From an optimization exercise on the open Yosys and OpenROAD flow, aimed at small area; shortcuts taken in it are not production practice. Only simulation tests tie the RTL to the original design; equivalence was not proved. No driver is modelled on the clock port, so clock power and skew are understated where the tree is cut down; a real chip needs a root buffer or a tree. Power and IR drop assume default switching activity.

===== flow/design.v =====
`timescale 1ns / 1ps
module lcd_controller(
    input rst,
    input clk,
    input rs_in,
    input [7:0] data_in,
    input strobe_in,
    input [7:0] period_clk_ns,
    output lcd_e,
    output [3:0] lcd_nibble,
    output lcd_rs,
    output lcd_rw,
    output disable_flash,
    output reg done
    );
    localparam PH_WAIT = 2'd0, PH_WR = 2'd1, PH_STB = 2'd2, PH_LD = 2'd3;
    reg [2:0] idx;
    reg [1:0] ph;
    reg [19:0] cnt;
    reg [3:0] nib;
    wire [23:0] wcnt = {nib, cnt};
    wire ready = idx[2] & (idx[1] | idx[0]);
    wire [8:0] stab = cnt[8:0];
    wire [8:0] hold = cnt[17:9];
    wire active = stab[8] | stab[7] | stab[6] | (stab[5] & (stab[4] | stab[3]));
    wire hold_done = hold[8] | (hold[7] & hold[6] & hold[5] & hold[4]);
    wire stb = (ph == PH_STB);
    wire [9:0] lo_c;
    wire [8:0] lo_sum;
    assign lo_c[0] = 1'b0;
    genvar i;
    generate
        for (i = 0; i < 8; i = i + 1) begin : lo_fa
            assign lo_sum[i] = stab[i] ^ period_clk_ns[i] ^ lo_c[i];
            assign lo_c[i+1] = (stab[i] & period_clk_ns[i]) | (lo_c[i] & (stab[i] ^ period_clk_ns[i]));
        end
    endgenerate
    assign lo_sum[8] = stab[8] ^ lo_c[8];
    assign lo_c[9] = stab[8] & lo_c[8];
    wire [7:0] hi_add = period_clk_ns & {8{stb & active}};
    wire [11:0] hi_c;
    wire [10:0] hi_sum;
    assign hi_c[0] = lo_c[9] & ~stb;
    generate
        for (i = 0; i < 8; i = i + 1) begin : hi_fa
            assign hi_sum[i] = cnt[9+i] ^ hi_add[i] ^ hi_c[i];
            assign hi_c[i+1] = (cnt[9+i] & hi_add[i]) | (hi_c[i] & (cnt[9+i] ^ hi_add[i]));
        end
        for (i = 8; i < 11; i = i + 1) begin : hi_ha
            assign hi_sum[i] = cnt[9+i] ^ hi_c[i];
            assign hi_c[i+1] = cnt[9+i] & hi_c[i];
        end
    endgenerate
    wire stb_exit = active & hold_done;
    reg wait_done;
    always @* begin
        case (idx)
            3'd0: wait_done = (wcnt[23] & (wcnt[22] & (wcnt[21] & (wcnt[18] & (wcnt[15] & (wcnt[14] & (wcnt[13] & (wcnt[9] | (wcnt[8] & (wcnt[7] & wcnt[6]))))))))));
            3'd1: wait_done = (wcnt[21] & (wcnt[20] & (wcnt[19] & (wcnt[18] & (wcnt[17] & (wcnt[15] & (wcnt[12] | (wcnt[11] & (wcnt[10] & (wcnt[9] & (wcnt[8] & (wcnt[7] & (wcnt[6] | wcnt[5])))))))))))));
            3'd2: wait_done = (wcnt[16] & (wcnt[15] & (wcnt[10] & (wcnt[9] & (wcnt[8] | (wcnt[7] & (wcnt[6] | wcnt[5])))))));
            3'd3, 3'd7: wait_done = (wcnt[15] & (wcnt[12] & (wcnt[11] & (wcnt[10] & (wcnt[8] | (wcnt[7] | wcnt[6]))))));
            3'd4: wait_done = (wcnt[15] & (wcnt[14] & (wcnt[10] | (wcnt[9] & (wcnt[8] & (wcnt[7] | (wcnt[6] & (wcnt[5] | wcnt[4]))))))));
            default: wait_done = (wcnt[10] | (wcnt[9] & (wcnt[8] & (wcnt[7] & (wcnt[6] & (wcnt[5] & (wcnt[4] | wcnt[3])))))));
        endcase
    end
    assign lcd_rw = 1'b0;
    assign lcd_rs = rs_in;
    assign disable_flash = 1'b1;
    assign lcd_e = stb & (|hold);
    wire init_n1 = (idx != 3'd0) | stb;
    wire init_n0 = init_n1 & ~idx[2] & ~(idx[1] & idx[0] & stb);
    assign lcd_nibble = ready ? nib : {2'b00, init_n1, init_n0};
    wire load = (ph == PH_LD) | (ph == PH_WR) | ((ph == PH_STB) & stb_exit);
    always @(posedge clk) begin
        done <= (idx == 3'd7) & (ph == PH_WR);
        cnt <= load ? 20'd0 : {hi_sum, lo_sum};
        if (ph == PH_WR && ready) begin
            if (idx == 3'd5)
                nib <= data_in[7:4];
            else if (idx == 3'd6)
                nib <= data_in[3:0];
        end else if (~ready & load)
            nib <= 4'd0;
        else if (hi_c[11])
            nib <= nib + 4'd1;
        if (rst) begin
            idx <= 3'd0;
            ph <= PH_LD;
        end else begin
            case (ph)
                PH_LD:
                    if (idx != 3'd5)
                        ph <= PH_WAIT;
                    else if (strobe_in)
                        ph <= PH_WR;
                PH_WAIT:
                    if (wait_done)
                        ph <= PH_WR;
                PH_WR: begin
                    if (idx == 3'd4 || idx == 3'd7) begin
                        idx <= 3'd5;
                        ph <= PH_LD;
                    end else
                        ph <= PH_STB;
                end
                PH_STB:
                    if (stb_exit) begin
                        idx <= idx + 3'd1;
                        ph <= (idx[2]) ? PH_WAIT : PH_LD;
                    end
            endcase
        end
    end
endmodule

===== flow/flow/run.sh =====
#!/bin/bash
# Standard layout, with 1x port buffers, ABC's buffers removed, an area re-map of the
# logic after floorplanning, CTS without dummy loads, and power recovery (downsizing
# off the critical path).
set -euo pipefail
here=$(pwd)
export BUFFER_PORTS_ARGS="-buffer_cell sky130_fd_sc_hd__buf_1"
export CTS_ARGS="-sink_clustering_enable -repair_clock_nets -dont_use_dummy_load -buf_list {sky130_fd_sc_hd__clkbuf_2 sky130_fd_sc_hd__clkbuf_4} -sink_clustering_size 40 -sink_clustering_max_diameter 100"
bash standard.sh REMOVE_ABC_BUFFERS=1 RECOVER_POWER=100 finish > make_finish.log 2>&1

===== flow/flow/filter_lib.py =====
#!/usr/bin/env python3
"""Write a copy of a Liberty file without the given don't-use cells (names or glob
patterns), for OpenROAD's restructure, which reads the Liberty file itself."""
import fnmatch, re, sys

src, dst = sys.argv[1], sys.argv[2]
pats = sys.argv[3:] + ["*lpflow*", "*probe*"]
text = open(src).read()
out = []
pos = 0
cell_re = re.compile(r'^\s*cell\s*\(\s*"?([\w]+)"?\s*\)\s*\{', re.M)
for m in cell_re.finditer(text):
    if m.start() < pos:
        continue
    name = m.group(1)
    if not any(fnmatch.fnmatch(name, p) for p in pats):
        continue
    # find the end of this cell group by brace matching
    depth = 0
    i = m.end() - 1
    while True:
        c = text[i]
        if c == '{':
            depth += 1
        elif c == '}':
            depth -= 1
            if depth == 0:
                break
        i += 1
    out.append(text[pos:m.start()])
    pos = i + 1
out.append(text[pos:])
open(dst, "w").write("".join(out))

===== flow/flow/restructure.tcl =====
# Area recovery: re-map the combinational logic with ABC after floorplanning.
# restructure reads the Liberty file itself, so give it a copy without the
# platform's don't-use cells.
set rmp_dir $::env(LOG_DIR)/rmp
file mkdir $rmp_dir
set rmp_lib $::env(OBJECTS_DIR)/rmp_allowed.lib
exec python3 [file join [file dirname [info script]] filter_lib.py] \
  [lindex $::env(LIB_FILES) 0] $rmp_lib {*}$::env(DONT_USE_CELLS) >& $rmp_dir/filter_lib.log
restructure -target area -liberty_file $rmp_lib \
  -tielo_port sky130_fd_sc_hd__conb_1/LO -tiehi_port sky130_fd_sc_hd__conb_1/HI \
  -work_dir $rmp_dir -abc_logfile $rmp_dir/abc.log

===== flow/standard.sh =====
#!/bin/bash
# synth_recipe.tcl (not shown) runs the flow's synth.tcl, then flattens the netlist and writes it again
# the make line also repeats each setting of config.mk as NAME=value (left out here)
make -C /OpenROAD-flow-scripts/flow DESIGN_CONFIG=/design/flow/config.mk WORK_HOME=/design/flow/orfs CLKGATE_MAP_FILE= SYNTH_SCRIPT=/design/flow/synth_recipe.tcl "${@:-finish}"

===== flow/config.mk =====
export PLATFORM = sky130hd
export DESIGN_NAME = lcd_controller
export DESIGN_NICKNAME = lcd_controller
export VERILOG_FILES = /design/flow/design.v
export SDC_FILE = /design/flow/constraint.sdc
export NUM_CORES = 4
export LEC_CHECK = 0
export CAP_MARGIN = 20
export CORE_MARGIN = 2
export CORE_UTILIZATION = 40
export CTS_BUF_LIST = sky130_fd_sc_hd__clkbuf_2 sky130_fd_sc_hd__clkbuf_4
export CTS_CLUSTER_DIAMETER = 100
export CTS_CLUSTER_SIZE = 40
export SLEW_MARGIN = 20

===== flow/constraint.sdc =====
create_clock -name core_clock -period 10.0 [get_ports {clk}]
set_input_delay 2.0000 -clock core_clock [delete_from_list [all_inputs] [get_ports {clk}]]
set_output_delay 2.0000 -clock core_clock [all_outputs]
set_load 0.01 [all_outputs]

==> flow_metrics.py, run 1 <==
metrics = {
    "run_status": {
        "status": "no timing/DRC/antenna violations",
    },
    "place": {
        "dp_slack_ps": 556.5,
        "placed_area_sq_um": 2180,
        "io_buffers": 24,
        "dp_hpwl_mm": 3.291,
        "gp_congestion": 0.8232,
    },
    "sta": {
        "setup_slack_ps": 940.7,
        "setup_viol": 0,
        "tightestPinTransition_ps": 661.7,
        "rsz0062_at_grt": "no",
        "period_minus_slack_ps": 9059,
        "timing.fmax_mhz": 110.4,
        "fin_crit_sh": 0.9059,
        "clock_skew_ps": 33.67,
        "relSlewSlack": 0.5584,
        "fin_tns_setup_ps": 0,
        "maxSlewViolCount": 0,
        "finalHoldViolCount": 0,
    },
    "detailed_routing": {
        "wl_mm": 4.489,
        "drt_iter0_markers": 104,
        "vias_per_cell": 5.342,
        "top_layer": "met4",
        "drt-met1-wl_mm": 2.250,
        "post-route-drc-count": 0,
        "firstDrtPassIters": 5,
        "dr_wl_met3_microns": 181,
        "vias": 1608,
        "ant_nets": 0,
        "wl_per_cell_microns": 14.91,
        "wl_met2_mm": 1.981,
    },
    "critical_path": {
        "worst_setup_path_end_kind": "flop",
        "path_max_fanout": 4,
        "arrival_ps": 9140,
        "critical_path.startpoint_type": "primary input",
        "worstSetupPathType": "in2reg",
        "required_ps": 10080,
    },
    "floorplan": {
        "rows": 26,
        "die_area_sq_um": 5785,
        "coreArea_sq_um": 5075,
        "dieWidth_microns": 76.06,
        "die_y_microns": 76.06,
        "io-pin-count": 29,
        "initial_core_util": 0.4093,
    },
    "run": {
        "max_cap_violations": 0,
    },
    "global_routing": {
        "grt_pass1_vias": 1599,
        "grt-ovfl-total": 0,
        "grt_pass1_wl_mm": 7.955,
        "grt_max_degree": 24,
        "track_usage": 0.1725,
        "antenna_found_initial": 0,
    },
    "cts": {
        "cts_resized": 0,
        "post_cts_buffers": 0,
        "cts_buffers": 5,
        "clkTransAtPathRegs_ps": 90,
        "hold_buffers": 0,
        "root_buffer": "clkbuf_4",
        "cts_buffer_depth": 2,
        "clkLatencyLatePin_ps": 350,
        "htreeDepth": 2,
        "clock_sinks": 30,
        "cts_tree": "done",
    },
    "pwr": {
        "peakVddDrop_uv": 96.34,
        "p_per_area_nw_per_um2": 176.3,
        "p_leak_uw": 0.0009123,
    },
    "cells_and_area": {
        "final_util": 0.4369,
        "antenna_cells": 0,
        "fin_area_sq_um": 2217,
        "syn_to_final_growth_pct": 6.747,
        "layout-drive-gt1-share": 0.1082,
        "num-nets-final": 280,
    },
    "synth": {
        "ys.flop_type": "dfxtp_1",
        "synth.distinct_cells": 53,
        "synth-seq-cells": 30,
        "avgSynthCellArea_sq_um": 9.751,
        "ys_warn_count": 1,
        "synth-edff-count": 4,
        "async_flop_share": 0,
        "netlist_area_sq_um": 2077,
        "syn_inst": 213,
        "synth-seq-area-share": 0.3084,
    },
    "hold_path": {
        "hp-class": "reg2reg",
    },
}
==> registers in the layout (all words and copies together) (netlist names) <==
name / count
done: 1
cnt: 20
idx: 3
ph: 2
nib: 4
==> layer usage <==
layer  up-vias  GRT usage
met2        36     0.2518
met4         0    0.07273
met1       761     0.2462
met5         -          0
met3         8    0.03910
li1        803          -
==> where the power goes <==
part	internal, uW	total (uW)	switching (uW)
logic	61.8	131	69.1
registers	152	196	44.2
clock network	23.4	64.0	40.6
total	237	391	154
==> through the flow <==
stage / hold slack (ps) / instances / power, uW
finish: 547.4 / 301 / 390.8
global route: 575.7 / 301 / 427.7
CTS: 549.1 / 301 / 394.4
detailed placement: 542.6 / 296 / 329.4
global placement: 535.9 / 296 / 326.3
floorplan: 489.0 / 202 / 287.5
==> critical path: stages <==
cell	delay, ps
buf_1	90
ha_1	200
fa_1	380
fa_1	390
fa_1	390
fa_1	390
fa_1	390
fa_1	360
inv_1	70
fa_1	200
inv_1	50
ha_1	160
and2_0	150
fa_1	390
fa_1	400
fa_1	400
fa_1	410
fa_1	390
fa_1	390
fa_1	370
inv_1	80
fa_1	170
inv_1	40
ha_1	170
ha_1	180
ha_1	170
o31a_1	360
==> area by class of cell <==
type                            count  area [sq um]
Fill cell                         539          2858
Multi-Input combinational cell    158          1309
Sequential cell                    30         640.6
Timing Repair Buffer               24         90.09
Tap cell                           70         87.58
Inverter                           14         52.55
Clock buffer                        5         37.54
==> path summary, 6_finish.rpt <==
path,from,to,slack (ps),depth (start not counted)
setup / recovery,period_clk_ns[0],nib[0],940,27
hold / removal,idx[0],idx[0],550,1
setup reg to reg,cnt[0],nib[0],2390,26
hold reg to reg,idx[0],idx[0],550,1
==> cells in the mapped netlist, types with 2 or more instances <==
library cell,number,area [sq um]
nand2_1,8,30.03
o21a_1,3,22.52
a311oi_1,2,17.52
o22ai_1,4,25.02
ha_1,12,150.1
clkbuf_1,3,11.26
buf_4,3,22.52
nor3_1,6,30.03
nor2b_1,3,18.77
a211oi_1,5,37.54
nand4_1,5,31.28
conb_1,2,7.510
fa_1,15,300.3
buf_2,3,15.01
and3_2,9,67.56
nor2_1,8,30.03
edfxtp_1,4,120.1
inv_1,14,52.55
and2_1,11,68.82
and4_2,2,20.02
o31a_1,2,17.52
nand2b_1,3,18.77
nor2_2,2,12.51
nand3_1,7,35.03
and3_1,11,68.82
o21ai_0,6,30.03
a21oi_1,8,40.04
dfxtp_1,26,520.5
and4_1,2,17.52
==> cell usage in the layout (no fill, tap or decap), types with 2 or more instances in the layout <==
master / count
dfxtp_1: 26
buf_1: 24
fa_1: 15
inv_1: 14
ha_1: 12
and3_1: 11
and3_2: 9
nand2_1: 8
nor2_1: 8
and2_1: 8
a21oi_1: 8
nand3_1: 7
nor3_1: 6
o21ai_0: 6
a211oi_1: 5
nand4_1: 5
clkbuf_4: 5
o22ai_1: 4
edfxtp_1: 4
nand2b_1: 3
nor2b_1: 3
and2_0: 3
o21a_1: 3
o31a_1: 2
a311oi_1: 2
and4_2: 2
and4_1: 2
nor2_2: 2
conb_1: 2
==> cell families after synthesis <==
family          Yosys count  synth area share
xor+xnor                  2          0.008435
fa+ha+maj                27            0.2169
compound gates           43            0.1542
other cells               2          0.003616
flops                    30            0.3084
buf+inv                  25           0.06144
simple gates             82            0.2368
mux                       2           0.01024
==> run 2: changes to the inputs <==
--- a/flow/flow/run.sh
+++ b/flow/flow/run.sh
@@ -6,4 +6,4 @@
 here=$(pwd)
 export BUFFER_PORTS_ARGS="-buffer_cell sky130_fd_sc_hd__buf_1"
 export CTS_ARGS="-sink_clustering_enable -repair_clock_nets -dont_use_dummy_load -buf_list {sky130_fd_sc_hd__clkbuf_2 sky130_fd_sc_hd__clkbuf_4} -sink_clustering_size 40 -sink_clustering_max_diameter 100"
-bash standard.sh REMOVE_ABC_BUFFERS=1 RECOVER_POWER=100 finish > make_finish.log 2>&1
+bash standard.sh REMOVE_ABC_BUFFERS=1 RECOVER_POWER=100 POST_FLOORPLAN_TCL=$here/flow/restructure.tcl finish > make_finish.log 2>&1
==> flow/flow/restructure.tcl (replaced) <==
# Area recovery: re-map the combinational logic with ABC after floorplanning.
# The full and half adders that synthesis mapped are kept as they are.
# restructure reads the Liberty file itself, so give it a copy without the
# platform's don't-use cells.
set rmp_dir $::env(LOG_DIR)/rmp
file mkdir $rmp_dir
set rmp_lib $::env(OBJECTS_DIR)/rmp_allowed.lib
exec python3 [file join [file dirname [info script]] filter_lib.py] \
  [lindex $::env(LIB_FILES) 0] $rmp_lib {*}$::env(DONT_USE_CELLS) >& $rmp_dir/filter_lib.log
set adders [get_cells -quiet -filter "ref_name =~ sky130_fd_sc_hd__fa_* || ref_name =~ sky130_fd_sc_hd__ha_*"]
puts "Keeping [llength $adders] adder cells"
if {[llength $adders]} { set_dont_touch $adders }
restructure -target area -liberty_file $rmp_lib \
  -tielo_port sky130_fd_sc_hd__conb_1/LO -tiehi_port sky130_fd_sc_hd__conb_1/HI \
  -work_dir $rmp_dir -abc_logfile $rmp_dir/abc.log
if {[llength $adders]} { unset_dont_touch $adders }
==> run 2 against run 1 <==
Net effect:
- the flow now stops in floorplan (2_1_floorplan)
- synthesized area did not move
- synthesized cell count did not move
==> flow_metrics.py, run 2 <==
metrics = {
    "run_status": {
        "status": "aborted with a tool error",
        "haltStage": "floorplan (2_1_floorplan)",
        "error_line": "[ERROR ODB-0370] Attempt to disconnect term A of dont_touch instance _335_",
    },
    "floorplan": {
        "rows": 26,
        "die_y_microns": 76.06,
        "initial_core_util": 0.4093,
        "dieWidth_microns": 76.06,
    },
    "synth": {
        "synth.most_common_cell": "dfxtp_1",
        "synth-seq-area-share": 0.3084,
        "syn_inst": 213,
        "synth_commonest_cells": "26 x dfxtp_1, 15 x fa_1, 14 x inv_1",
        "ys.flop_type": "dfxtp_1",
        "synth-seq-cells": 30,
        "netlist_area_sq_um": 2077,
        "synth-edff-count": 4,
        "async_flop_share": 0,
        "ys_warn_count": 1,
        "yosysTopAreaCellShare": 0.2506,
        "synthTopCellsByArea": "dfxtp_1 25%, fa_1 14%, ha_1 7.2%",
        "yosysTopAreaCell": "dfxtp_1",
        "avgSynthCellArea_sq_um": 9.751,
        "synth.distinct_cells": 53,
    },
}
-- run 2: cell counts after synthesis --
No cell type changed its count.
-- run 2: cell families after synthesis --
| family | after synthesis | synth area share |
|---|---|---|
| buf+inv | 25 | 0.06144 |
| mux | 2 | 0.01024 |
| flops | 30 | 0.3084 |
| xor+xnor | 2 | 0.008435 |
| fa+ha+maj | 27 | 0.2169 |
| compound gates | 43 | 0.1542 |
| simple gates | 82 | 0.2368 |
| other cells | 2 | 0.003616 |
==> run 3: changes to the inputs <==
==> flow/flow/run.sh (replaced) <==
#!/bin/bash
# Standard layout, with 1x port buffers, ABC's buffers removed, an area re-map of the
# logic after floorplanning, CTS without dummy loads, and power recovery (downsizing
# off the critical path).
set -euo pipefail
here=$(pwd)
export BUFFER_PORTS_ARGS="-buffer_cell sky130_fd_sc_hd__buf_1"
export CTS_ARGS="-sink_clustering_enable -repair_clock_nets -dont_use_dummy_load -buf_list {sky130_fd_sc_hd__clkbuf_4 sky130_fd_sc_hd__clkbuf_8} -sink_clustering_size 40 -sink_clustering_max_diameter 100 -sink_buffer_max_cap_derate 1.0"
bash standard.sh REMOVE_ABC_BUFFERS=1 RECOVER_POWER=100 POST_FLOORPLAN_TCL=$here/flow/restructure.tcl finish > make_finish.log 2>&1
==> flow/flow/restructure.tcl (replaced) <==
# Area recovery: re-map the combinational logic with ABC after floorplanning.
# restructure reads the Liberty file itself, so give it a copy without the
# platform's don't-use cells.
set rmp_dir $::env(LOG_DIR)/rmp
file mkdir $rmp_dir
set rmp_lib $::env(OBJECTS_DIR)/rmp_allowed.lib
exec python3 [file join [file dirname [info script]] filter_lib.py] \
  [lindex $::env(LIB_FILES) 0] $rmp_lib {*}$::env(DONT_USE_CELLS) >& $rmp_dir/filter_lib.log
restructure -target area -liberty_file $rmp_lib \
  -tielo_port sky130_fd_sc_hd__conb_1/LO -tiehi_port sky130_fd_sc_hd__conb_1/HI \
  -work_dir $rmp_dir -abc_logfile $rmp_dir/abc.log
==> run 3 against run 2 <==
Net effect:
- now clean on timing, DRC and antenna
- synthesized area is the same
- synthesized cell count is the same
==> flow_metrics.py, run 3 <==
metrics = {
    "cts": {
        "root_buffer": "clkbuf_4",
        "clock_sinks": 30,
        "cts_resized": 0,
        "hold_buffers": 0,
        "clkLatencyLatePin_ps": 320,
        "clkTransAtPathRegs_ps": 80,
        "post_cts_buffers": 0,
        "cts_tree": "done",
        "cts_buffers": 5,
        "htreeDepth": 2,
        "cts_buffer_depth": 2,
    },
    "detailed_routing": {
        "top_layer": "met4",
        "ant_nets": 0,
        "post-route-drc-count": 0,
        "wl_met2_mm": 1.982,
        "drt_iter0_markers": 70,
        "vias": 1854,
        "vias_per_cell": 5.136,
        "wl_per_cell_microns": 11.91,
        "wl_mm": 4.298,
        "firstDrtPassIters": 4,
        "drt-met1-wl_mm": 2.149,
        "dr_wl_met3_microns": 139,
    },
    "critical_path": {
        "slowest_stage": "a21oi_1",
        "path_max_fanout": 4,
        "reg2reg_slack_ps": 3430,
        "worstSetupPathType": "in2reg",
        "timing.rr.end": "nib[2]",
        "worst_setup_path_end_kind": "flop",
        "crit_top_cell": "o21ai_0",
        "crit_family": "compound AO/OA/AOI/OAI gates",
        "max_stage_delay_ps": 340,
        "required_ps": 9990,
        "cp_num_buf_inv": 3,
        "critical_path.startpoint_type": "primary input",
        "arrival_ps": 8040,
        "reg2reg_depth": 35,
        "r2r-start": "cnt[1]",
    },
    "cells_and_area": {
        "reg.largest.list": "cnt: 20 flops, nib: 4 flops, idx: 3 flops",
        "final_cell_mix": "49 x nor2_1, 47 x clkinv_1, 36 x o21ai_0",
        "regMostFlops": "cnt",
        "fin_area_sq_um": 2043,
        "antenna_cells": 0,
        "num-nets-final": 313,
        "layout-drive-gt1-share": 0.02062,
        "syn_to_final_growth_pct": -1.626,
        "layout_commonest_cell": "nor2_1",
        "largest_reg_flops": 20,
    },
    "place": {
        "gp_congestion": 0.8682,
        "io_buffers": 24,
        "dp_slack_ps": 1575,
        "placed_area_sq_um": 2006,
        "dp_hpwl_mm": 3.428,
    },
    "global_routing": {
        "antenna_found_initial": 0,
        "grt_pass1_wl_mm": 7.334,
        "grt_pass1_vias": 1673,
        "track_usage": 0.1576,
        "grt-ovfl-total": 0,
        "grt_max_degree": 17,
    },
    "sta": {
        "period_minus_slack_ps": 8053,
        "tightestPinTransition_ps": 498.0,
        "relSlewSlack": 0.6654,
        "clock_skew_ps": 13.36,
        "finalHoldViolCount": 0,
        "maxSlewViolCount": 0,
        "timing.fmax_mhz": 124.2,
        "setup_slack_ps": 1947,
        "rsz0062_at_grt": "no",
        "fin_crit_sh": 0.8053,
        "hold_slack_ps": 501.3,
        "setup_viol": 0,
        "fin_tns_setup_ps": 0,
    },
    "pwr": {
        "p_per_area_nw_per_um2": 134.6,
        "finalPower_uw": 275.1,
        "p_leak_uw": 0.0006327,
        "peakVddDrop_uv": 70.38,
    },
    "synth": {
        "async_flop_share": 0,
        "netlist_area_sq_um": 2077,
        "syn_inst": 213,
        "synth-seq-cells": 30,
        "yosysTopAreaCell": "dfxtp_1",
        "avgSynthCellArea_sq_um": 9.751,
        "synth_commonest_cells": "26 x dfxtp_1, 15 x fa_1, 14 x inv_1",
        "synth.most_common_cell": "dfxtp_1",
        "synth.distinct_cells": 53,
        "ys.flop_type": "dfxtp_1",
        "yosysTopAreaCellShare": 0.2506,
        "synthTopCellsByArea": "dfxtp_1 25%, fa_1 14%, ha_1 7.2%",
        "synth-edff-count": 4,
        "synth-seq-area-share": 0.3084,
        "ys_warn_count": 1,
    },
    "floorplan": {
        "dieWidth_microns": 76.06,
        "die_y_microns": 76.06,
        "rows": 26,
        "initial_core_util": 0.4093,
        "io-pin-count": 29,
        "die_area_sq_um": 5785,
        "coreArea_sq_um": 5075,
    },
    "run": {
        "max_cap_violations": 0,
    },
    "hold_path": {
        "min_path_cells": 2,
        "hp-class": "reg2reg",
        "min_from": "cnt[18]",
        "holdPathEnd": "cnt[18]",
    },
    "run_status": {
        "status": "no timing/DRC/antenna violations",
    },
}
run 3: cell counts after synthesis:
No cell type changed its count.
run 3: layer usage:
layer	up-vias	GRT usage
li1	1011	-
met1	810	0.2015
met2	31	0.2563
met3	2	0.04502
met4	0	0.05273
met5	-	0
run 3: tightest hold or removal path: cells and delay by family (launching register included):
family,cells,cell delay (ps)
flip-flops,1,320
buffers and inverters,1,70
AO/OA/AOI/OAI,1,70
run 3: cell type report:
class	count	area [sq um]
Sequential cell	30	640.6
Fill cell	570	3032
Inverter	47	176.4
Tap cell	70	87.58
Timing Repair Buffer	25	97.59
Multi-Input combinational cell	184	1003
Clock buffer	5	37.54
run 3: worst max path at each step:
| stage | startpoint | to | slack [ps] | cells past startpoint |
|---|---|---|---|---|
| final | period_clk_ns[0] | nib[2] | 1950 | 38 |
| after global routing | period_clk_ns[0] | nib[2] | 860 | 38 |
| after CTS | period_clk_ns[0] | nib[2] | 1940 | 38 |
| after detailed placement | period_clk_ns[0] | nib[2] | 1580 | 38 |
| after global placement | period_clk_ns[0] | nib[3] | 1850 | 36 |
| after floorplan | period_clk_ns[0] | nib[0] | 1060 | 26 |
run 3: kinds of logic after synthesis:
kind of cell | after synthesis | share of synthesized area
other cells | 2 | 0.003616
compound gates | 43 | 0.1542
mux | 2 | 0.01024
buf+inv | 25 | 0.06144
xor+xnor | 2 | 0.008435
simple gates | 82 | 0.2368
fa+ha+maj | 27 | 0.2169
flops | 30 | 0.3084
run 3: per-stage QoR:
step / util / instances
2_1_floorplan: - / 202
3_3_place_gp: 0.3952 / 356
3_5_place_dp: 0.3952 / 356
4_1_cts: 0.4026 / 361
5_1_grt: 0.4026 / 361
6_report: 0.4026 / 361
run 3: power breakdown:
| part | leakage (uW) | switching, uW | internal [uW] |
|---|---|---|---|
| Clock | 0.0000230 | 37.4 | 23.4 |
| Combinational | 0.000355 | 43.4 | 25.6 |
| Sequential | 0.000255 | 11.3 | 134 |
==> run 4: changes to the inputs <==
--- a/flow/design.v
+++ b/flow/design.v
@@ -11,7 +11,7 @@
     output lcd_rs,
     output lcd_rw,
     output disable_flash,
-    output reg done
+    output done
     );
     localparam PH_WAIT = 2'd0, PH_WR = 2'd1, PH_STB = 2'd2, PH_LD = 2'd3;
     reg [2:0] idx;
@@ -70,10 +70,12 @@
     wire init_n1 = (idx != 3'd0) | stb;
     wire init_n0 = init_n1 & ~idx[2] & ~(idx[1] & idx[0] & stb);
     assign lcd_nibble = ready ? nib : {2'b00, init_n1, init_n0};
+    wire ddone = (idx == 3'd7) & (ph == PH_WR);
+    assign done = cnt[19] & (ph == PH_LD) & ~idx[1] & (idx[2] == idx[0]);
     wire load = (ph == PH_LD) | (ph == PH_WR) | ((ph == PH_STB) & stb_exit);
     always @(posedge clk) begin
-        done <= (idx == 3'd7) & (ph == PH_WR);
-        cnt <= load ? 20'd0 : {hi_sum, lo_sum};
+        cnt[18:0] <= load ? 19'd0 : {hi_sum[9:0], lo_sum};
+        cnt[19] <= ddone | (~rst & ~load & hi_sum[10]);
         if (ph == PH_WR && ready) begin
             if (idx == 3'd5)
                 nib <= data_in[7:4];
==> flow/flow/run.sh (replaced) <==
#!/bin/bash
# Standard layout, with 1x port buffers, ABC's buffers removed, an area re-map of the
# logic after floorplanning, CTS without dummy loads, and power recovery (downsizing
# off the critical path).
set -euo pipefail
here=$(pwd)
export BUFFER_PORTS_ARGS="-buffer_cell sky130_fd_sc_hd__buf_1"
export CTS_ARGS="-repair_clock_nets -dont_use_dummy_load -buf_list {sky130_fd_sc_hd__clkbuf_8} -root_buf sky130_fd_sc_hd__clkbuf_8"
bash standard.sh REMOVE_ABC_BUFFERS=1 RECOVER_POWER=100 POST_FLOORPLAN_TCL=$here/flow/restructure.tcl finish > make_finish.log 2>&1
==> run 4 against run 3 <==
Net effect:
- cell count decreased by 1.7%
- clock power increased by 42%
- die area increased by 0.62%
- via count increased by 1.1%
- sequential power increased by 44%
- clock skew decreased by 4.3 ps
- critical path depth decreased by 2
- global-route usage increased by 1.5 points
- clock-buffer cell count unchanged
- critical endpoint is now nib[0]
- largest power group is now combinational cells
- highest routed layer unchanged
==> flow_metrics.py, run 4 <==
metrics = {
    "cts": {
        "cts_buffer_depth": 2,
        "clkLatencyLatePin_ps": 280,
        "hold_buffers": 0,
        "cts_buffers": 5,
        "root_buffer": "clkbuf_8",
        "clkTransAtPathRegs_ps": 60,
        "clock_sinks": 29,
        "htreeDepth": 2,
        "cts_tree": "done",
        "cts_resized": 0,
        "post_cts_buffers": 0,
    },
    "critical_path": {
        "worst_setup_path_end_kind": "flop",
        "arrival_ps": 8030,
        "path_max_fanout": 4,
        "critical_path.startpoint_type": "primary input",
        "worstSetupPathType": "in2reg",
        "required_ps": 9980,
        "slowest_stage": "o32ai_1",
        "crit_family": "simple AND/OR/NAND/NOR gates",
        "crit_top_cell": "o21ai_0",
        "max_stage_delay_ps": 380,
        "cp_num_buf_inv": 2,
    },
    "synth": {
        "synth.most_common_cell": "dfxtp_1",
        "synth-seq-cells": 29,
        "yosysTopAreaCell": "dfxtp_1",
        "netlist_area_sq_um": 2091,
        "synth_commonest_cells": "25 x dfxtp_1, 19 x and2_1, 16 x ha_1, 16 x inv_1, 15 x fa_1",
        "ys_warn_count": 1,
        "async_flop_share": 0,
        "synthTopCellsByArea": "dfxtp_1 24%, fa_1 14%, ha_1 9.6%",
        "yosysTopAreaCellShare": 0.2394,
        "ys.flop_type": "dfxtp_1",
        "synth-edff-count": 4,
        "synth.distinct_cells": 49,
        "syn_inst": 214,
        "synth-seq-area-share": 0.2968,
        "avgSynthCellArea_sq_um": 9.770,
    },
    "sta": {
        "maxSlewViolCount": 0,
        "tightestPinTransition_ps": 796.2,
        "setup_viol": 0,
        "fin_tns_setup_ps": 0,
        "clock_skew_ps": 9.023,
        "timing.fmax_mhz": 124.2,
        "relSlewSlack": 0.4672,
        "finalHoldViolCount": 0,
        "period_minus_slack_ps": 8049,
        "rsz0062_at_grt": "no",
        "hold_slack_ps": 489.1,
        "fin_crit_sh": 0.8049,
    },
    "detailed_routing": {
        "ant_nets": 0,
        "post-route-drc-count": 0,
        "wl_mm": 4.615,
        "vias": 1875,
        "firstDrtPassIters": 5,
        "wl_per_cell_microns": 13.00,
        "vias_per_cell": 5.282,
        "drt_iter0_markers": 176,
    },
    "hold_path": {
        "hp-class": "reg2reg",
    },
    "pwr": {
        "p_leak_uw": 0.0006804,
        "p_per_area_nw_per_um2": 270.5,
        "peakVddDrop_uv": 89.70,
    },
    "run": {
        "max_cap_violations": 0,
    },
    "place": {
        "io_buffers": 24,
        "placed_area_sq_um": 1993,
        "dp_cells": 350,
        "gp_congestion": 0.8355,
        "dp_hpwl_mm": 3.566,
    },
    "floorplan": {
        "io-pin-count": 29,
        "coreArea_sq_um": 5075,
        "initial_core_util": 0.4120,
        "dieWidth_microns": 76.30,
        "die_y_microns": 76.30,
        "rows": 26,
        "die_area_sq_um": 5821,
    },
    "global_routing": {
        "grt_pass1_vias": 1732,
        "track_usage": 0.1723,
        "grt_max_degree": 17,
        "antenna_found_initial": 0,
        "grt-ovfl-total": 0,
        "grt_pass1_wl_mm": 8.169,
    },
    "cells_and_area": {
        "antenna_cells": 0,
        "num-nets-final": 307,
        "finalNonFillerCells": 355,
        "multi_input_area_sq_um": 1022,
        "fin_area_sq_um": 2062,
        "ff_latch_area_sq_um": 620.6,
        "syn_to_final_growth_pct": -1.376,
        "layout_commonest_cell": "clkinv_1",
        "reg.largest.list": "cnt: 20 flops, nib: 4 flops, idx: 3 flops",
        "final_cell_mix": "46 x clkinv_1, 40 x nor2_1, 39 x o21ai_0",
        "largest_reg_flops": 20,
        "regMostFlops": "cnt",
        "fillers": 548,
        "layout-drive-gt1-share": 0.01754,
    },
    "run_status": {
        "status": "no timing/DRC/antenna violations",
    },
}
[run 4: cell types whose count changed after synthesis, sizes merged, moves of 3 or more]
cell / previous run / this run
and3: 20 / 7
nand2: 9 / 13
mux2i: 1 / 5
nor4: 1 / 4
inv: 14 / 17
o211a: 0 / 3
nand4: 5 / 2
and2: 11 / 19
ha: 12 / 16
a211oi: 6 / 1
[run 4: kinds of logic after synthesis]
group | count (synthesis) | share of synthesized area
simple gates | 78 | 0.2071
other cells | 2 | 0.003592
xor+xnor | 3 | 0.01257
flops | 29 | 0.2968
mux | 5 | 0.02394
buf+inv | 26 | 0.05565
fa+ha+maj | 31 | 0.2394
compound gates | 40 | 0.1610
[run 4: report_power, final]
group | switching, uW | internal (uW)
clock | 41.9 | 44.7
combinational | 173 | 90.0
sequential | 43.9 | 165
[run 4: worst register-to-register path, delay by kind of cell, from the launching register on]
kind,cells,cell delay (ps)
buffers and inverters,2,210
and+or+nand+nor,16,2990
DFF,1,340
AOI/OAI and AO/OA,17,2700
[run 4: area by class of cell]
type / instances / share of cell area
inverter: 46 / 0.08374
sequential: 29 / 0.3010
tap: 70 / 0.04248
clock buffer: 5 / 0.03337
multi-input combinational: 181 / 0.4958
timing repair buffer: 24 / 0.04369
[run 4: final timing paths]
| kind | startpoint | slack (ps) | cells after the start | endpoint |
|---|---|---|---|---|
| min reg2reg | cnt[18] | 490 | 2 | cnt[18] |
| min | cnt[18] | 490 | 2 | cnt[18] |
| max reg2reg | cnt[1] | 3490 | 35 | nib[0] |
| max | period_clk_ns[0] | 1950 | 36 | nib[0] |
[run 4: layer usage]
layer	track usage	share of wire	vias to the layer above
met4	0.06182	0.012	0
met5	0	0	-
met3	0.04976	0.032	5
met1	0.2318	0.51	845
met2	0.2628	0.45	35
li1	-	-	990
[run 4: per-stage QoR]
step,util,setup slack [ps],power (uW)
final,0.4063,1951,557.8
after floorplan,-,1191,425.0
after detailed placement,0.3928,1784,470.1
after CTS,0.4063,2033,558.2
after global placement,0.3928,2040,469.6
after global routing,0.4063,847.1,614.8
==> run 5: changes to the inputs <==
--- a/flow/flow/run.sh
+++ b/flow/flow/run.sh
@@ -5,5 +5,5 @@
 set -euo pipefail
 here=$(pwd)
 export BUFFER_PORTS_ARGS="-buffer_cell sky130_fd_sc_hd__buf_1"
-export CTS_ARGS="-repair_clock_nets -dont_use_dummy_load -buf_list {sky130_fd_sc_hd__clkbuf_8} -root_buf sky130_fd_sc_hd__clkbuf_8"
+export CTS_ARGS="-sink_clustering_enable -sink_clustering_levels 1 -repair_clock_nets -dont_use_dummy_load -buf_list {sky130_fd_sc_hd__clkbuf_8} -root_buf sky130_fd_sc_hd__clkbuf_8 -sink_clustering_size 50 -sink_clustering_max_diameter 500"
 bash standard.sh REMOVE_ABC_BUFFERS=1 RECOVER_POWER=100 POST_FLOORPLAN_TCL=$here/flow/restructure.tcl finish > make_finish.log 2>&1
==> run 5 against run 4 <==
Net effect:
- combinational power barely moved
- sequential cell count did not move
- maximum frequency did not move
- setup slack did not move
- largest power group unchanged
- highest routed layer unchanged
==> flow_metrics.py, run 5 <==
metrics = {
    "synth": {
        "synth.distinct_cells": 49,
        "synth-edff-count": 4,
        "synthTopCellsByArea": "dfxtp_1 24%, fa_1 14%, ha_1 9.6%",
        "syn_inst": 214,
        "avgSynthCellArea_sq_um": 9.770,
        "ys.flop_type": "dfxtp_1",
        "yosysTopAreaCellShare": 0.2394,
        "synth.most_common_cell": "dfxtp_1",
        "yosysTopAreaCell": "dfxtp_1",
        "netlist_area_sq_um": 2091,
        "synth-seq-area-share": 0.2968,
        "synth-seq-cells": 29,
        "async_flop_share": 0,
        "synth_commonest_cells": "25 x dfxtp_1, 19 x and2_1, 16 x ha_1, 16 x inv_1, 15 x fa_1",
        "ys_warn_count": 1,
    },
    "hold_path": {
        "hp-class": "reg2reg",
        "min_path_cells": 2,
        "min_from": "cnt[18]",
        "holdPathEnd": "cnt[18]",
    },
    "critical_path": {
        "cp-startpoint": "period_clk_ns[0]",
        "critical_path.startpoint_type": "primary input",
        "r2r-start": "cnt[1]",
        "required_ps": 9980,
        "reg2reg_depth": 35,
        "arrival_ps": 8030,
        "reg2reg_slack_ps": 3490,
        "slowest_stage": "o32ai_1",
        "max_stage_delay_ps": 380,
        "timing.rr.end": "nib[0]",
        "worstSetupPathType": "in2reg",
        "worst_setup_path_end_kind": "flop",
        "crit_top_cell": "o21ai_0",
        "path_max_fanout": 4,
    },
    "run": {
        "max_cap_violations": 0,
    },
    "place": {
        "io_buffers": 24,
        "placed_area_sq_um": 1993,
        "dp_hpwl_mm": 3.566,
        "gp_congestion": 0.8355,
    },
    "sta": {
        "fin_tns_setup_ps": 0,
        "timing.fmax_mhz": 124.2,
        "maxSlewViolCount": 0,
        "clock_skew_ps": 9.023,
        "hold_slack_ps": 489.1,
        "setup_viol": 0,
        "period_minus_slack_ps": 8049,
        "tightestPinTransition_ps": 796.2,
        "relSlewSlack": 0.4672,
        "finalHoldViolCount": 0,
        "fin_crit_sh": 0.8049,
        "rsz0062_at_grt": "no",
    },
    "cells_and_area": {
        "final_cell_mix": "46 x clkinv_1, 40 x nor2_1, 39 x o21ai_0",
        "ff_latch_area_sq_um": 620.6,
        "layout_commonest_cell": "clkinv_1",
        "antenna_cells": 0,
        "num-nets-final": 307,
        "fin_area_sq_um": 2062,
        "largest_reg_flops": 20,
        "multi_input_area_sq_um": 1022,
        "layout-drive-gt1-share": 0.01754,
        "syn_to_final_growth_pct": -1.376,
        "regMostFlops": "cnt",
        "final_util": 0.4063,
        "reg.largest.list": "cnt: 20 flops, nib: 4 flops, idx: 3 flops",
        "fillers": 548,
    },
    "global_routing": {
        "grt_max_degree": 17,
        "grt_pass1_vias": 1732,
        "busiest_layer": "met2",
        "use_met2": 0.2628,
        "track_usage": 0.1723,
        "met1_usage": 0.2318,
        "grt-ovfl-total": 0,
        "grt_pass1_wl_mm": 8.169,
        "met3_usage": 0.04976,
        "antenna_found_initial": 0,
    },
    "cts": {
        "cts_buffer_depth": 2,
        "cts_resized": 0,
        "clkLatencyLatePin_ps": 280,
        "htreeDepth": 2,
        "root_buffer": "clkbuf_8",
        "hold_buffers": 0,
        "clock_sinks": 29,
        "cts_buffers": 5,
        "post_cts_buffers": 0,
        "clkTransAtPathRegs_ps": 60,
        "cts_tree": "done",
    },
    "pwr": {
        "p_per_area_nw_per_um2": 270.5,
        "p_leak_uw": 0.0006804,
        "peakVddDrop_uv": 89.70,
        "finalPower_uw": 557.8,
    },
    "floorplan": {
        "rows": 26,
        "die_y_microns": 76.30,
        "dieWidth_microns": 76.30,
        "io-pin-count": 29,
        "initial_core_util": 0.4120,
        "coreArea_sq_um": 5075,
        "die_area_sq_um": 5821,
    },
    "detailed_routing": {
        "ant_nets": 0,
        "wl_mm": 4.615,
        "wl_per_cell_microns": 13.00,
        "post-route-drc-count": 0,
        "vias": 1875,
        "vias_per_cell": 5.282,
        "firstDrtPassIters": 5,
        "drt_iter0_markers": 176,
    },
    "run_status": {
        "status": "no timing/DRC/antenna violations",
    },
}
run 5: cell counts after synthesis:
No cell type changed its count.
run 5: cells by family after synthesis:
logic type / count (synthesis) / synth area share
AOI/OAI and AO/OA: 40 / 0.1610
xor gates and xnor gates: 3 / 0.01257
adders and majority gates: 31 / 0.2394
buffers and inverters: 26 / 0.05565
DFF: 29 / 0.2968
muxes: 5 / 0.02394
other: 2 / 0.003592
and+or+nand+nor: 78 / 0.2071
run 5: metal layers:
layer / vias to the layer above / part of all wire
met5: - / 0
li1: 990 / -
met1: 845 / 0.51
met4: 0 / 0.012
met3: 5 / 0.032
met2: 35 / 0.45
run 5: worst max path at each step:
stage,cells after the start,endpoint,slack [ps]
floorplan,26,nib[0],1190
global placement,36,nib[2],2040
detailed placement,36,nib[2],1780
CTS,36,nib[2],2030
global route,36,nib[2],850
finish,36,nib[0],1950
run 5: area by class of cell:
type | instances | area share
Multi-Input combinational cell | 181 | 0.4958
Sequential cell | 29 | 0.3010
Inverter | 46 | 0.08374
Timing Repair Buffer | 24 | 0.04369
Tap cell | 70 | 0.04248
Clock buffer | 5 | 0.03337
run 5: worst max-delay path, delay by kind of cell:
| family | cells | cell delay, ps |
|---|---|---|
| simple gates | 17 | 3110 |
| compound gates | 17 | 2690 |
| buf+inv | 2 | 260 |
run 5: report_power, final:
| group | switching, uW | internal [uW] | total, uW |
|---|---|---|---|
| combinational | 173 | 90.0 | 263 |
| sequential | 43.9 | 165 | 209 |
| clock | 41.9 | 44.7 | 86.6 |
run 5: through the flow:
stage / setup slack (ps) / std cells
final: 1951 / 355
after global placement: 2040 / 350
after global routing: 847.1 / 355
after detailed placement: 1784 / 350
after floorplan: 1191 / 205
after CTS: 2033 / 355
==> run 6: changes to the inputs <==
==> flow/flow/run.sh (replaced) <==
#!/bin/bash
# Standard layout, with 1x port buffers, ABC's buffers removed, an area re-map of the
# logic after floorplanning, CTS without dummy loads, and power recovery (downsizing
# off the critical path).
set -euo pipefail
here=$(pwd)
export BUFFER_PORTS_ARGS="-buffer_cell sky130_fd_sc_hd__buf_1"
export CTS_ARGS="-sink_clustering_enable -repair_clock_nets -dont_use_dummy_load -buf_list {sky130_fd_sc_hd__clkbuf_2 sky130_fd_sc_hd__clkbuf_4} -sink_clustering_size 40 -sink_clustering_max_diameter 100"
bash standard.sh REMOVE_ABC_BUFFERS=1 RECOVER_POWER=100 POST_FLOORPLAN_TCL=$here/flow/restructure.tcl finish > make_finish.log 2>&1
==> run 6 against run 5 <==
Net effect:
- wire length shrank 1.2%
- critical path depth unchanged
- largest power group unchanged
- still clean
- clock-buffer cell count did not move
- design area is 1.5% lower
- via count is 0.59% higher
- first-iteration DRC count decreased by 19%
- synthesized area unchanged
- cell count stayed put
- clock power down 28%
==> flow_metrics.py, run 6 <==
metrics = {
    "place": {
        "gp_congestion": 0.8355,
        "dp_hpwl_mm": 3.566,
        "io_buffers": 24,
        "dp_slack_ps": 1784,
    },
    "cells_and_area": {
        "final_cell_mix": "46 x clkinv_1, 40 x nor2_1, 39 x o21ai_0",
        "antenna_cells": 0,
        "layout_commonest_cell": "clkinv_1",
        "layout-drive-gt1-share": 0.01754,
        "ff_latch_area_sq_um": 620.6,
        "num-nets-final": 307,
        "final_util": 0.4001,
        "multi_input_area_sq_um": 1022,
        "syn_to_final_growth_pct": -2.872,
        "reg.largest.list": "cnt: 20 flops, nib: 4 flops, idx: 3 flops",
        "fillers": 548,
        "largest_reg_flops": 20,
        "regMostFlops": "cnt",
    },
    "critical_path": {
        "max_stage_delay_ps": 390,
        "worst_setup_path_end_kind": "flop",
        "crit_family": "simple AND/OR/NAND/NOR gates",
        "arrival_ps": 8000,
        "slowest_stage": "o32ai_1",
        "critical_path.startpoint_type": "primary input",
        "crit_top_cell": "o21ai_0",
        "path_max_fanout": 4,
        "worstSetupPathType": "in2reg",
        "cp_num_buf_inv": 2,
        "required_ps": 10030,
    },
    "cts": {
        "cts_buffer_depth": 2,
        "htreeDepth": 2,
        "clock_sinks": 29,
        "root_buffer": "clkbuf_4",
        "clkTransAtPathRegs_ps": 80,
        "clkLatencyLatePin_ps": 330,
        "cts_resized": 0,
        "cts_tree": "done",
        "cts_buffers": 5,
        "hold_buffers": 0,
        "post_cts_buffers": 0,
    },
    "pwr": {
        "p_per_area_nw_per_um2": 262.4,
        "p_leak_uw": 0.0006675,
        "peakVddDrop_uv": 91.58,
    },
    "sta": {
        "maxSlewViolCount": 0,
        "setup_viol": 0,
        "rsz0062_at_grt": "no",
        "period_minus_slack_ps": 7975,
        "fin_crit_sh": 0.7975,
        "relSlewSlack": 0.4436,
        "fin_tns_setup_ps": 0,
        "timing.fmax_mhz": 125.4,
        "clock_skew_ps": 12.73,
        "finalHoldViolCount": 0,
        "tightestPinTransition_ps": 831.6,
        "setup_slack_ps": 2025,
    },
    "floorplan": {
        "dieWidth_microns": 76.30,
        "initial_core_util": 0.4120,
        "coreArea_sq_um": 5075,
        "die_area_sq_um": 5821,
        "die_y_microns": 76.30,
        "io-pin-count": 29,
        "rows": 26,
    },
    "run": {
        "max_cap_violations": 0,
    },
    "detailed_routing": {
        "wl_mm": 4.559,
        "vias_per_cell": 5.313,
        "drt_iter0_markers": 142,
        "vias": 1886,
        "firstDrtPassIters": 4,
        "wl_per_cell_microns": 12.84,
        "post-route-drc-count": 0,
        "ant_nets": 0,
    },
    "synth": {
        "synth_compound_area_frac": 0.1610,
        "synth.distinct_cells": 49,
        "synth-seq-area-share": 0.2968,
        "synthAdderAreaFrac": 0.2394,
        "yosysTopAreaCellShare": 0.2394,
        "netlist_area_sq_um": 2091,
        "synth_top_family_by_area": "adder cells",
        "synth.most_common_cell": "dfxtp_1",
        "ys.flop_type": "dfxtp_1",
        "synth-seq-cells": 29,
        "synthTopCellsByArea": "dfxtp_1 24%, fa_1 14%, ha_1 9.6%",
        "synth_xor_xnor_area_share": 0.01257,
        "synth_commonest_cells": "25 x dfxtp_1, 19 x and2_1, 16 x ha_1, 16 x inv_1, 15 x fa_1",
        "async_flop_share": 0,
        "ys_warn_count": 1,
        "yosysTopAreaCell": "dfxtp_1",
        "synth-edff-count": 4,
        "avgSynthCellArea_sq_um": 9.770,
        "synth.area.mux_share": 0.02394,
        "syn_inst": 214,
        "synthSimpleGateAreaFrac": 0.2071,
    },
    "global_routing": {
        "grt_pass1_vias": 1723,
        "met1_usage": 0.2296,
        "grt-ovfl-total": 0,
        "track_usage": 0.1708,
        "grt_pass1_wl_mm": 8.100,
        "busiest_layer": "met2",
        "met3_usage": 0.04976,
        "grt_max_degree": 17,
        "antenna_found_initial": 0,
        "use_met2": 0.2602,
    },
    "hold_path": {
        "hp-class": "reg2reg",
    },
    "run_status": {
        "status": "no timing/DRC/antenna violations",
    },
}
[run 6: cell counts after synthesis]
Identical to the previous run, type by type.
[run 6: layout make-up]
type                       instances  share of cell area
multi-input combinational        181              0.5034
inverter                          46             0.08503
tap                               70             0.04313
timing repair buffer              24             0.04436
sequential                        29              0.3056
clock buffer                       5             0.01848
[run 6: worst min-delay path: stages, from the launching register on]
cell      delay [ps]
dfxtp_1          310
clkinv_1          70
a211oi_1          70
[run 6: report_power, final]
group | switching, uW | total, uW | internal (uW) | leakage (uW)
Clock | 39.0 | 62.5 | 23.4 | 0.0000230
Combinational | 172 | 262 | 89.9 | 0.000397
Sequential | 43.9 | 208 | 164 | 0.000247
Total | 255 | 533 | 278 | 0.000667
[run 6: kinds of logic (layout without fill, tap and decap cells)]
family	count (synthesis)	count (layout)
buf+inv	26	75
fa+ha+maj	31	0
simple gates	78	87
other cells	2	2
mux	5	0
flops	29	29
xor+xnor	3	0
compound gates	40	92
[run 6: per-stage QoR]
step                power (uW)  instances  area, sq um  hold slack [ps]
floorplan                425.0        205         2038            516.1
global placement         469.6        350         1993            473.4
detailed placement       470.1        350         1993            477.4
CTS                      534.2        355         2031            493.4
global route             590.1        355         2031            533.3
finish                   532.8        355         2031            490.4
[run 6: final timing paths]
kind | slack [ps] | depth (start not counted) | end | startpoint
setup / recovery | 2030 | 36 | nib[2] | period_clk_ns[0]
hold / removal | 490 | 2 | cnt[18] | cnt[18]
setup reg to reg | 3510 | 35 | nib[2] | cnt[1]
hold reg to reg | 490 | 2 | cnt[18] | cnt[18]
[run 6: metal layers]
layer	wire (microns)	vias up	part of all wire
met5	0	-	0
met4	59	0	0.013
met3	240	6	0.053
met2	2026	47	0.44
met1	2233	839	0.49
li1	-	994	-
==> run 7: changes to the inputs <==
==> flow/flow/run.sh (replaced) <==
#!/bin/bash
# Standard layout, with 1x port buffers, ABC's buffers removed, an area re-map of the
# logic after floorplanning, a one-buffer clock tree, and power recovery (downsizing
# off the critical path).
set -euo pipefail
here=$(pwd)
export BUFFER_PORTS_ARGS="-buffer_cell sky130_fd_sc_hd__buf_1"
export CTS_ARGS="-sink_clustering_enable -repair_clock_nets -dont_use_dummy_load -buf_list {sky130_fd_sc_hd__clkbuf_2 sky130_fd_sc_hd__clkbuf_4} -sink_clustering_size 40 -sink_clustering_max_diameter 100"
export FLOW_CLOCK_PORT=clk
export FLOW_CLOCK_ROOT_CELL=sky130_fd_sc_hd__clkbuf_16
bash standard.sh REMOVE_ABC_BUFFERS=1 RECOVER_POWER=100 POST_FLOORPLAN_TCL=$here/flow/restructure.tcl POST_CTS_TCL=$here/flow/flatten_clock.tcl finish > make_finish.log 2>&1
==> flow/flow/flatten_clock.tcl (new file) <==
# After CTS: the design has few flip-flops, so drive them all from one clock
# buffer. The leaf buffers that CTS put under the root buffer are removed, their
# sinks moved onto the root buffer's net, and the root buffer resized.
set block [ord::get_db_block]
set clk_net [$block findNet $::env(FLOW_CLOCK_PORT)]
set roots {}
foreach it [$clk_net getITerms] {
  if {[$it isInputSignal]} { lappend roots [$it getInst] }
}
puts "flatten_clock: [llength $roots] cells on the clock port"
if {[llength $roots] == 1} {
  set root [lindex $roots 0]
  set root_out {}
  foreach it [$root getITerms] {
    if {[$it isOutputSignal]} { set root_out [$it getNet] }
  }
  set moved 0
  set removed 0
  foreach it [$root_out getITerms] {
    set inst [$it getInst]
    if {$inst == $root} { continue }
    if {![string match "*clkbuf*" [[$inst getMaster] getName]]} { continue }
    set leaf_out {}
    foreach lt [$inst getITerms] {
      if {[$lt isOutputSignal]} { set leaf_out [$lt getNet] }
    }
    if {$leaf_out == {}} { continue }
    foreach st [$leaf_out getITerms] {
      if {[$st getInst] == $inst} { continue }
      $st disconnect
      $st connect $root_out
      incr moved
    }
    foreach lt [$inst getITerms] { $lt disconnect }
    odb::dbInst_destroy $inst
    odb::dbNet_destroy $leaf_out
    incr removed
  }
  puts "flatten_clock: removed $removed leaf buffers, moved $moved sinks"
  replace_cell [$root getName] $::env(FLOW_CLOCK_ROOT_CELL)
  detailed_placement
  estimate_parasitics -placement
  report_clock_min_period
}
==> run 7 against run 6 <==
Net effect:
- sequential share of layout area is 0.19 points higher
- register-to-register slack better by 30 ps
- highest routed layer unchanged
- wire length is 1.8% lower
- still clean
- largest power group unchanged
- clock skew is 9.4 ps lower
- sequential cell count stayed put
- sequential power hardly changed
==> flow_metrics.py, run 7 <==
metrics = {
    "critical_path": {
        "arrival_ps": 7980,
        "worst_setup_path_end_kind": "flop",
        "critical_path.startpoint_type": "primary input",
        "crit_family": "simple AND/OR/NAND/NOR gates",
        "max_stage_delay_ps": 390,
        "path_max_fanout": 4,
        "crit_top_cell": "o21ai_0",
        "worstSetupPathType": "in2reg",
        "cp_num_buf_inv": 2,
        "slowest_stage": "o32ai_1",
        "required_ps": 9880,
    },
    "cells_and_area": {
        "reg.largest.list": "cnt: 20 flops, nib: 4 flops, idx: 3 flops",
        "syn_to_final_growth_pct": -3.471,
        "layout_commonest_cell": "clkinv_1",
        "fin_area_sq_um": 2018,
        "regMostFlops": "cnt",
        "layout-drive-gt1-share": 0.003559,
        "final_cell_mix": "46 x clkinv_1, 40 x nor2_1, 39 x o21ai_0",
        "num-nets-final": 303,
        "antenna_cells": 0,
        "largest_reg_flops": 20,
    },
    "detailed_routing": {
        "drt_iter0_markers": 207,
        "wl_per_cell_microns": 12.75,
        "wl_mm": 4.475,
        "vias_per_cell": 5.330,
        "firstDrtPassIters": 5,
        "ant_nets": 0,
        "post-route-drc-count": 0,
        "vias": 1871,
    },
    "synth": {
        "synth_commonest_cells": "25 x dfxtp_1, 19 x and2_1, 16 x ha_1, 16 x inv_1, 15 x fa_1",
        "ys.flop_type": "dfxtp_1",
        "synth-seq-cells": 29,
        "synth.most_common_cell": "dfxtp_1",
        "syn_inst": 214,
        "yosysTopAreaCellShare": 0.2394,
        "netlist_area_sq_um": 2091,
        "async_flop_share": 0,
        "yosysTopAreaCell": "dfxtp_1",
        "avgSynthCellArea_sq_um": 9.770,
        "synthTopCellsByArea": "dfxtp_1 24%, fa_1 14%, ha_1 9.6%",
        "ys_warn_count": 1,
        "synth-edff-count": 4,
        "synth.distinct_cells": 49,
        "synth-seq-area-share": 0.2968,
    },
    "place": {
        "dp_hpwl_mm": 3.566,
        "placed_area_sq_um": 1993,
        "dp_slack_ps": 1784,
        "io_buffers": 24,
        "gp_congestion": 0.8355,
    },
    "run": {
        "max_cap_violations": 0,
    },
    "pwr": {
        "power.share.sequential": 0.401,
        "clockPowerShare": 0.094,
        "p_sw_uw": 246.6,
        "p_leak_uw": 0.0006568,
        "netSwitchingFraction": 0.4748,
        "p_per_area_nw_per_um2": 257.4,
        "p_int_uw": 272.9,
        "pwr-share-comb": 0.505,
        "peakVddDrop_uv": 107.0,
    },
    "sta": {
        "fin_tns_setup_ps": 0,
        "tightestPinTransition_ps": 862.4,
        "maxSlewViolCount": 0,
        "finalHoldViolCount": 0,
        "setup_viol": 0,
        "setup_slack_ps": 1903,
        "rsz0062_at_grt": "no",
        "fin_crit_sh": 0.8097,
        "timing.fmax_mhz": 123.5,
        "period_minus_slack_ps": 8097,
        "clock_skew_ps": 3.318,
        "relSlewSlack": 0.4229,
    },
    "cts": {
        "clock_sinks": 29,
        "clkLatencyLatePin_ps": 170,
        "clkTransAtPathRegs_ps": 110,
    },
    "floorplan": {
        "coreArea_sq_um": 5075,
        "initial_core_util": 0.4120,
        "die_area_sq_um": 5821,
        "io-pin-count": 29,
        "die_y_microns": 76.30,
        "dieWidth_microns": 76.30,
        "rows": 26,
    },
    "global_routing": {
        "antenna_found_initial": 0,
        "grt_pass1_vias": 1700,
        "grt_pass1_wl_mm": 7.928,
        "grt-ovfl-total": 0,
        "grt_max_degree": 30,
        "track_usage": 0.1806,
    },
    "run_status": {
        "status": "no timing/DRC/antenna violations",
    },
    "hold_path": {
        "hp-class": "reg2reg",
    },
}
## run 7: worst paths after layout
check	depth (start not counted)	slack [ps]	from	end
hold reg to reg	2	500	cnt[18]	cnt[18]
setup / recovery	36	1900	period_clk_ns[0]	nib[3]
setup reg to reg	35	3540	cnt[1]	nib[3]
hold / removal	2	500	cnt[18]	cnt[18]
## run 7: logic make-up (layout without fill, tap and decap cells)
logic type,Yosys count,count (layout),share of synthesized area
AO/OA/AOI/OAI,40,92,0.1610
AND/OR/NAND/NOR,78,87,0.2071
adder cells (fa/ha/maj),31,0,0.2394
flip-flops,29,29,0.2968
buffers and inverters,26,71,0.05565
XOR/XNOR,3,0,0.01257
multiplexers,5,0,0.02394
other,2,2,0.003592
## run 7: worst reg2reg max path, delay by kind of cell, from the launching register on
| family | cells | cell delay, ps |
|---|---|---|
| AND/OR/NAND/NOR | 16 | 2920 |
| flip-flops | 1 | 360 |
| AO/OA/AOI/OAI | 17 | 2690 |
| buffers and inverters | 2 | 210 |
## run 7: power groups by stage
stage	combinational, uW	clock (uW)	sequential, uW
final	263	48.7	208
after global routing	301	56.2	217
after detailed placement	259	0	211
after global placement	258	0	211
after floorplan	217	0	208
## run 7: area by class of cell
cell class / instances / area (sq um)
fill: 544 / 3057
multi-input combinational: 181 / 1022
sequential: 29 / 620.6
inverter: 46 / 172.7
timing repair buffer: 24 / 90.09
tap: 70 / 87.58
clock buffer: 1 / 25.02
## run 7: per-stage QoR
step	hold slack (ps)	util	std cells	total power, uW
floorplan	516.1	-	205	425.0
detailed placement	477.4	0.3928	350	470.1
global route	536.5	0.3977	351	574.7
global placement	473.4	0.3928	350	469.6
finish	497.5	0.3977	351	519.5
## run 7: routing by layer
layer  track usage  wire (microns)  up-vias
li1              -               -      984
met1        0.2553            2212      829
met2        0.2929            1927       52
met3       0.02607             276        6
met4       0.03818              59        0
met5             0               0        -
==> run 8: changes to the inputs <==
--- a/flow/flow/run.sh
+++ b/flow/flow/run.sh
@@ -6,6 +6,6 @@
 here=$(pwd)
 export BUFFER_PORTS_ARGS="-buffer_cell sky130_fd_sc_hd__buf_1"
 export CTS_ARGS="-sink_clustering_enable -repair_clock_nets -dont_use_dummy_load -buf_list {sky130_fd_sc_hd__clkbuf_2 sky130_fd_sc_hd__clkbuf_4} -sink_clustering_size 40 -sink_clustering_max_diameter 100"
-export FLOW_CLOCK_PORT=clk
-export FLOW_CLOCK_ROOT_CELL=sky130_fd_sc_hd__clkbuf_16
+export FLAT_CLOCK_PORT=clk
+export FLAT_CLOCK_CELL=sky130_fd_sc_hd__clkbuf_16
 bash standard.sh REMOVE_ABC_BUFFERS=1 RECOVER_POWER=100 POST_FLOORPLAN_TCL=$here/flow/restructure.tcl POST_CTS_TCL=$here/flow/flatten_clock.tcl finish > make_finish.log 2>&1
--- a/flow/flow/flatten_clock.tcl
+++ b/flow/flow/flatten_clock.tcl
@@ -2,7 +2,7 @@
 # buffer. The leaf buffers that CTS put under the root buffer are removed, their
 # sinks moved onto the root buffer's net, and the root buffer resized.
 set block [ord::get_db_block]
-set clk_net [$block findNet $::env(FLOW_CLOCK_PORT)]
+set clk_net [$block findNet $::env(FLAT_CLOCK_PORT)]
 set roots {}
 foreach it [$clk_net getITerms] {
   if {[$it isInputSignal]} { lappend roots [$it getInst] }
@@ -37,7 +37,7 @@
     incr removed
   }
   puts "flatten_clock: removed $removed leaf buffers, moved $moved sinks"
-  replace_cell [$root getName] $::env(FLOW_CLOCK_ROOT_CELL)
+  replace_cell [$root getName] $::env(FLAT_CLOCK_CELL)
   detailed_placement
   estimate_parasitics -placement
   report_clock_min_period
==> run 8 against run 7 <==
Net effect:
- maximum frequency unchanged
- via count unchanged
- setup slack unchanged
- power unchanged
- register-to-register slack about the same
- combinational power about the same
- global-route usage unchanged
- synthesized cell count unchanged
- utilization unchanged
- die area unchanged
- critical path type unchanged
- highest routed layer unchanged
==> flow_metrics.py, run 8 <==
metrics = {
    "sta": {
        "clock_skew_ps": 3.318,
        "tightestPinTransition_ps": 862.4,
        "setup_slack_ps": 1903,
        "fin_tns_setup_ps": 0,
        "fin_crit_sh": 0.8097,
        "timing.fmax_mhz": 123.5,
        "rsz0062_at_grt": "no",
        "setup_viol": 0,
        "maxSlewViolCount": 0,
        "relSlewSlack": 0.4229,
        "finalHoldViolCount": 0,
        "period_minus_slack_ps": 8097,
    },
    "floorplan": {
        "dieWidth_microns": 76.30,
        "io-pin-count": 29,
        "die_y_microns": 76.30,
        "die_area_sq_um": 5821,
        "coreArea_sq_um": 5075,
        "rows": 26,
        "initial_core_util": 0.4120,
    },
    "synth": {
        "synth.most_common_cell": "dfxtp_1",
        "ys.flop_type": "dfxtp_1",
        "netlist_area_sq_um": 2091,
        "async_flop_share": 0,
        "synth.distinct_cells": 49,
        "synth_commonest_cells": "25 x dfxtp_1, 19 x and2_1, 16 x ha_1, 16 x inv_1, 15 x fa_1",
        "synth-seq-area-share": 0.2968,
        "synth-edff-count": 4,
        "ys_warn_count": 1,
        "syn_inst": 214,
        "yosysTopAreaCell": "dfxtp_1",
        "synthTopCellsByArea": "dfxtp_1 24%, fa_1 14%, ha_1 9.6%",
        "synth-seq-cells": 29,
        "yosysTopAreaCellShare": 0.2394,
        "avgSynthCellArea_sq_um": 9.770,
    },
    "cells_and_area": {
        "largest_reg_flops": 20,
        "syn_to_final_growth_pct": -3.471,
        "num-nets-final": 303,
        "layout_commonest_cell": "clkinv_1",
        "layout-drive-gt1-share": 0.003559,
        "regMostFlops": "cnt",
        "fin_area_sq_um": 2018,
        "final_cell_mix": "46 x clkinv_1, 40 x nor2_1, 39 x o21ai_0",
        "final_util": 0.3977,
        "antenna_cells": 0,
        "reg.largest.list": "cnt: 20 flops, nib: 4 flops, idx: 3 flops",
    },
    "critical_path": {
        "path_max_fanout": 4,
        "cp_num_buf_inv": 2,
        "arrival_ps": 7980,
        "path_depth": 36,
        "worst_setup_path_end_kind": "flop",
        "r2r-start": "cnt[1]",
        "required_ps": 9880,
        "critical_path.startpoint_type": "primary input",
        "slowest_stage": "o32ai_1",
        "max_stage_delay_ps": 390,
        "crit_family": "simple AND/OR/NAND/NOR gates",
        "reg2reg_depth": 35,
        "worstSetupPathType": "in2reg",
        "crit_top_cell": "o21ai_0",
        "cp-startpoint": "period_clk_ns[0]",
    },
    "place": {
        "dp_hpwl_mm": 3.566,
        "gp_congestion": 0.8355,
        "dp_slack_ps": 1784,
        "placed_area_sq_um": 1993,
        "io_buffers": 24,
    },
    "global_routing": {
        "grt_max_degree": 30,
        "grt-ovfl-total": 0,
        "antenna_found_initial": 0,
        "grt_pass1_wl_mm": 7.928,
        "grt_pass1_vias": 1700,
        "track_usage": 0.1806,
    },
    "run_status": {
        "status": "no timing/DRC/antenna violations",
    },
    "pwr": {
        "finalPower_uw": 519.5,
        "peakVddDrop_uv": 107.0,
        "p_per_area_nw_per_um2": 257.4,
        "p_leak_uw": 0.0006568,
    },
    "hold_path": {
        "hp-class": "reg2reg",
        "min_from": "cnt[18]",
        "min_path_cells": 2,
    },
    "detailed_routing": {
        "ant_nets": 0,
        "vias": 1871,
        "wl_mm": 4.475,
        "wl_per_cell_microns": 12.75,
        "vias_per_cell": 5.330,
        "post-route-drc-count": 0,
        "drt_iter0_markers": 207,
        "firstDrtPassIters": 5,
    },
    "cts": {
        "clkLatencyLatePin_ps": 170,
        "clkTransAtPathRegs_ps": 110,
        "clock_sinks": 29,
    },
    "run": {
        "max_cap_violations": 0,
    },
}
[run 8: path summary, 6_finish.rpt]
path	endpoint	slack, ps
setup reg to reg	nib[3]	3540
setup / recovery	nib[3]	1900
hold reg to reg	cnt[18]	500
hold / removal	cnt[18]	500
[run 8: worst register-to-register path: cells and delay by family (launching register included)]
family                 cells  cell delay, ps
AOI/OAI and AO/OA         17            2690
DFF                        1             360
buffers and inverters      2             210
and+or+nand+nor           16            2920
[run 8: logic make-up after synthesis]
family | count (synthesis) | synth area share
flops | 29 | 0.2968
other cells | 2 | 0.003592
xor+xnor | 3 | 0.01257
simple gates | 78 | 0.2071
buf+inv | 26 | 0.05565
compound gates | 40 | 0.1610
mux | 5 | 0.02394
fa+ha+maj | 31 | 0.2394
[run 8: routing by layer]
| layer | global-route usage | part of all wire | up-vias |
|---|---|---|---|
| met4 | 0.03818 | 0.013 | 0 |
| met1 | 0.2553 | 0.49 | 829 |
| li1 | - | - | 984 |
| met5 | 0 | 0 | - |
| met3 | 0.02607 | 0.062 | 6 |
| met2 | 0.2929 | 0.43 | 52 |
[run 8: area by class of cell]
class | count | area (sq um)
fill | 544 | 3057
multi-input combinational | 181 | 1022
sequential | 29 | 620.6
inverter | 46 | 172.7
timing repair buffer | 24 | 90.09
tap | 70 | 87.58
clock buffer | 1 | 25.02
[run 8: power by group]
part / switching, uW / internal (uW)
Clock: 30.1 / 18.6
Combinational: 173 / 90.0
Sequential: 44.0 / 164
Total: 247 / 273
[run 8: per-stage QoR]
step | hold slack, ps | cells
6_report | 497.5 | 351
5_1_grt | 536.5 | 351
3_5_place_dp | 477.4 | 350
3_3_place_gp | 473.4 | 350
2_1_floorplan | 516.1 | 205

## static timing again, ports no longer ideal
The results above use ideal ports. As a check the final layouts listed here were re-extracted and re-timed, cells and wires unchanged.
Step 1: set_driving_cell puts a clkbuf_16 on clk and a buf_2 on each other input, an assumption about the parent block.
Step 2, shift: input delay + t, output delay - t, t = (earliest + latest rising clock arrival at the registers) / 2. This alone moves slack from input paths to output paths.
Slacks: ideal / step 1 / step 2; pairs: ideal / step 1.
run | shift t [ns] | slack for setup (ns) | slew at the worst register clock pin (ns)
run 1 | 0.353 | 0.941 / 0.945 / 0.592 | 0.10 / 0.10
run 3 | 0.341 | 1.947 / 1.949 / 1.608 | 0.09 / 0.09
run 4 | 0.301 | 1.951 / 1.949 / 1.647 | 0.06 / 0.06
run 5 | 0.301 | 1.951 / 1.949 / 1.647 | 0.06 / 0.06
run 6 | 0.347 | 2.025 / 2.023 / 1.676 | 0.09 / 0.09
run 7 | 0.199 | 1.903 / 1.907 / 1.708 | 0.11 / 0.11
run 8 | 0.199 | 1.903 / 1.907 / 1.708 | 0.11 / 0.11
After both steps every run listed still meets setup and hold.
